Source: an optimization exercise on an open RTL-to-GDS flow (aim: small area). Production flows keep margins and buffers that such runs may drop. RTL that was checked went through simulation tests only; none was proved equivalent to the original.

// convolutional_layer_1
module convolutional_layer_1 (
  input signed [7:0] in,
  input clk, en,
  output signed [191:0] out
);
  reg [7:0] u [0:132];
  integer i;
  always @(posedge clk) begin
    if (en) begin
      u[0] <= {~in[7], in[6:0]};
      for (i = 1; i < 133; i = i + 1) u[i] <= u[i-1];
    end
  end
  wire [7:0] x0 = u[0];
  wire [7:0] x1 = u[1];
  wire [7:0] x2 = u[2];
  wire [7:0] x3 = u[3];
  wire [7:0] x4 = u[4];
  wire [7:0] x5 = u[32];
  wire [7:0] x6 = u[33];
  wire [7:0] x7 = u[34];
  wire [7:0] x8 = u[35];
  wire [7:0] x9 = u[36];
  wire [7:0] x10 = u[64];
  wire [7:0] x11 = u[65];
  wire [7:0] x12 = u[66];
  wire [7:0] x13 = u[67];
  wire [7:0] x14 = u[68];
  wire [7:0] x15 = u[96];
  wire [7:0] x16 = u[97];
  wire [7:0] x17 = u[98];
  wire [7:0] x18 = u[99];
  wire [7:0] x19 = u[100];
  wire [7:0] x20 = u[128];
  wire [7:0] x21 = u[129];
  wire [7:0] x22 = u[130];
  wire [7:0] x23 = u[131];
  wire [7:0] x24 = u[132];
  wire i1 = ~x15[0];
  ...
Size: roughly 3800 cells after synthesis, ~1100 flip-flops, ~200 I/O pins, roughly 74000 µm² of cells after synthesis.
clock: 18.0 ns
lec_check: 0
cap_margin: 20
core_margin: 2
core_utilization: 45
cts_buf_list: sky130_fd_sc_hd__clkbuf_16
cts_cluster_diameter: 100
cts_cluster_size: 25
gpl_timing_driven: 0
slew_margin: 20
synth_hierarchical: 1
synth_minimum_keep_size: 0
standard.sh (not shown) runs the stock make flow with config.mk's settings and CLKGATE_MAP_FILE= SYNTH_SCRIPT=/design/flow/synth_recipe.tcl, a recipe that flattens the netlist after the stock synthesis.
==> flow/flow/run.sh <==
#!/bin/bash
# Standard synthesis, then the standard layout with small port buffers.
set -e
bash standard.sh synth > synth.log 2>&1
bash standard.sh BUFFER_PORTS_ARGS="-buffer_cell sky130_fd_sc_hd__buf_2" finish > layout.log 2>&1
The starting point ran to the end with no violations.
Change:
==> flow/run.sh (new file) <==
#!/bin/bash
# synth_recipe.tcl (not shown) runs the flow's synth.tcl, then flattens the netlist and writes it again
# the make line also repeats each setting of config.mk as NAME=value (left out here)
make -C /OpenROAD-flow-scripts/flow DESIGN_CONFIG=/design/flow/config.mk WORK_HOME=/design/flow/orfs CLKGATE_MAP_FILE= SYNTH_SCRIPT=/design/flow/synth_recipe.tcl finish
CTS_BUF_LIST = default   (was sky130_fd_sc_hd__clkbuf_16)
CTS_CLUSTER_DIAMETER = default   (was 100)
CTS_CLUSTER_SIZE = default   (was 25)
GPL_TIMING_DRIVEN = default   (was 0)
removed: flow/flow/run.sh
removed: flow/standard.sh
What happened: Wire length stays flat. Critical path depth stays the same. Global-route usage stays flat.
Change:
CORE_UTILIZATION = 65   (was 45)
CTS_BUF_LIST = sky130_fd_sc_hd__clkbuf_16   (was default)
CTS_CLUSTER_DIAMETER = 100   (was default)
CTS_CLUSTER_SIZE = 25   (was default)
After rerunning: Now the flow completed and failed the layout checks on setup timing; final area came out lower by a few percent; non-clock buffer count shrinks by 37; die area shrinks by a quarter to a third; clock skew stays flat; final cell count falls by roughly a tenth.
Change:
CORE_UTILIZATION = 45   (was 65)
CTS_CLUSTER_SIZE = 20   (was 25)
After rerunning: Now the flow finished clean; via count came out lower by 7.1%; utilization came out lower by 21 points; worst setup slack improves by 0.40 ns; critical path depth came out lower by 2.
Change:
==> flow/flow/run.sh (new file) <==
#!/bin/bash
# Standard synthesis, then the standard layout with small port buffers.
set -e
bash standard.sh synth > synth.log 2>&1
bash standard.sh BUFFER_PORTS_ARGS="-buffer_cell sky130_fd_sc_hd__buf_1" finish > layout.log 2>&1
==> flow/standard.sh (new file) <==
#!/bin/bash
# synth_recipe.tcl (not shown) runs the flow's synth.tcl, then flattens the netlist and writes it again
# the make line also repeats each setting of config.mk as NAME=value (left out here)
make -C /OpenROAD-flow-scripts/flow DESIGN_CONFIG=/design/flow/config.mk WORK_HOME=/design/flow/orfs CLKGATE_MAP_FILE= SYNTH_SCRIPT=/design/flow/synth_recipe.tcl "${@:-finish}"
CTS_CLUSTER_SIZE = 30   (was 20)
removed: flow/run.sh
What happened:
- The changed run completed with no timing, DRC or antenna violations
- synthesized cell count is unchanged
- fmax went down by 0.34%
- setup slack is worse by 0.060 ns
- die area does not change
- area after synthesis stays the same
- cell count went down by 1.1%
- clock-buffer cell count went down by 20
- global-route usage went up by 0.10 points
- flip-flop and latch count does not change
Change:
==> flow/flow/run.sh (replaced) <==
#!/bin/bash
# Standard layout, with the tools' output kept in this folder.
set -e
bash standard.sh > standard.log 2>&1
CTS_CLUSTER_SIZE = 25   (was 30)
Effect:
- The changed run completed without violations
- clock-buffer cell count goes up by 7
- routed wire length goes down slightly
No functional check of the RTL was part of any run of this note.

Another version of the RTL of convolutional_layer_1 (not shown whole).
Size: about 1,100 flip-flops, about 200 I/O pins, roughly 74,000 um2 of cells after synthesis.
clock: 18.0 ns
lec_check: 0
cap_margin: 20
core_margin: 2
core_utilization: 45
cts_buf_list: sky130_fd_sc_hd__clkbuf_16
cts_cluster_diameter: 100
cts_cluster_size: 25
slew_margin: 20
synth_hierarchical: 1
synth_minimum_keep_size: 0
==> flow/flow/run.sh <==
#!/bin/bash
# Standard synthesis, then the standard layout with small port buffers.
set -e
bash standard.sh synth > synth.log 2>&1
bash standard.sh BUFFER_PORTS_ARGS="-buffer_cell sky130_fd_sc_hd__buf_1" finish > layout.log 2>&1
Next try:
==> flow/flow/run.sh (replaced) <==
#!/bin/bash
# Standard synthesis, then the standard layout with small port buffers.
set -e
bash standard.sh synth > synth.log 2>&1
bash standard.sh BUFFER_PORTS_ARGS="-buffer_cell sky130_fd_sc_hd__buf_2" finish > layout.log 2>&1
After rerunning: The new run ran to the end with no violations; flip-flop and latch count stays the same; cell count is about the same; first-iteration DRC count rises by about 6%; routed wire length falls by about 0.36%; count of clock-buffer cells in the layout falls by 3; design area barely changes; core utilization hardly moves; non-clock buffer count falls by 2; area after synthesis stays the same.
Next try:
==> flow/flow/run.sh (replaced) <==
#!/bin/bash
# Standard synthesis, then the standard layout with small port buffers.
set -e
bash standard.sh synth > synth.log 2>&1
bash standard.sh BUFFER_PORTS_ARGS="-buffer_cell sky130_fd_sc_hd__buf_1" finish > layout.log 2>&1
CORE_UTILIZATION = 55   (was 45)
The changed run produced a clean layout.
Hold slack is about the same.
Routed wire length fell by 1.3%.
Worst setup slack gains 390 ps.
Global-route usage rose by 8.5 points.
Via count rose by 4.4%.
First-iteration DRC count rose by 18%.

## what the ideal ports hide
Ports are ideal in the flow. The routed layouts listed here were re-timed in OpenROAD. Step 1: set_driving_cell puts a clkbuf_16 on clk and a buf_2 on each other input, an assumption about the parent block. Step 2 also shifts input and output timing later by t, the mid clock arrival at the registers, as if the neighbouring blocks saw the same clock. a / b / c = no drivers / after step 1 / after step 2; a / b = the first two.
run	t (ns)	slack for setup (ns)	worst setup path at the end
the first run of note 1	0.787	0.238 / 0.155 / 0.943	register to output
the second run of note 1	0.812	0.340 / 0.258 / 1.071	register to output
the third run of note 1	0.791	-0.029 / -0.112 / 0.680	register to output
the fourth run of note 1	0.772	0.369 / 0.290 / 1.062	register to output
the fifth run of note 1	0.780	0.309 / 0.220 / 1.000	register to output
the sixth run of note 1	0.789	0.319 / 0.233 / 1.022	register to output
the first run of note 2	0.790	0.449 / 0.362 / 1.152	register to output
the second run of note 2	0.790	0.193 / 0.106 / 0.896	register to output
the third run of note 2	0.791	0.579 / 0.494 / 1.286	register to output
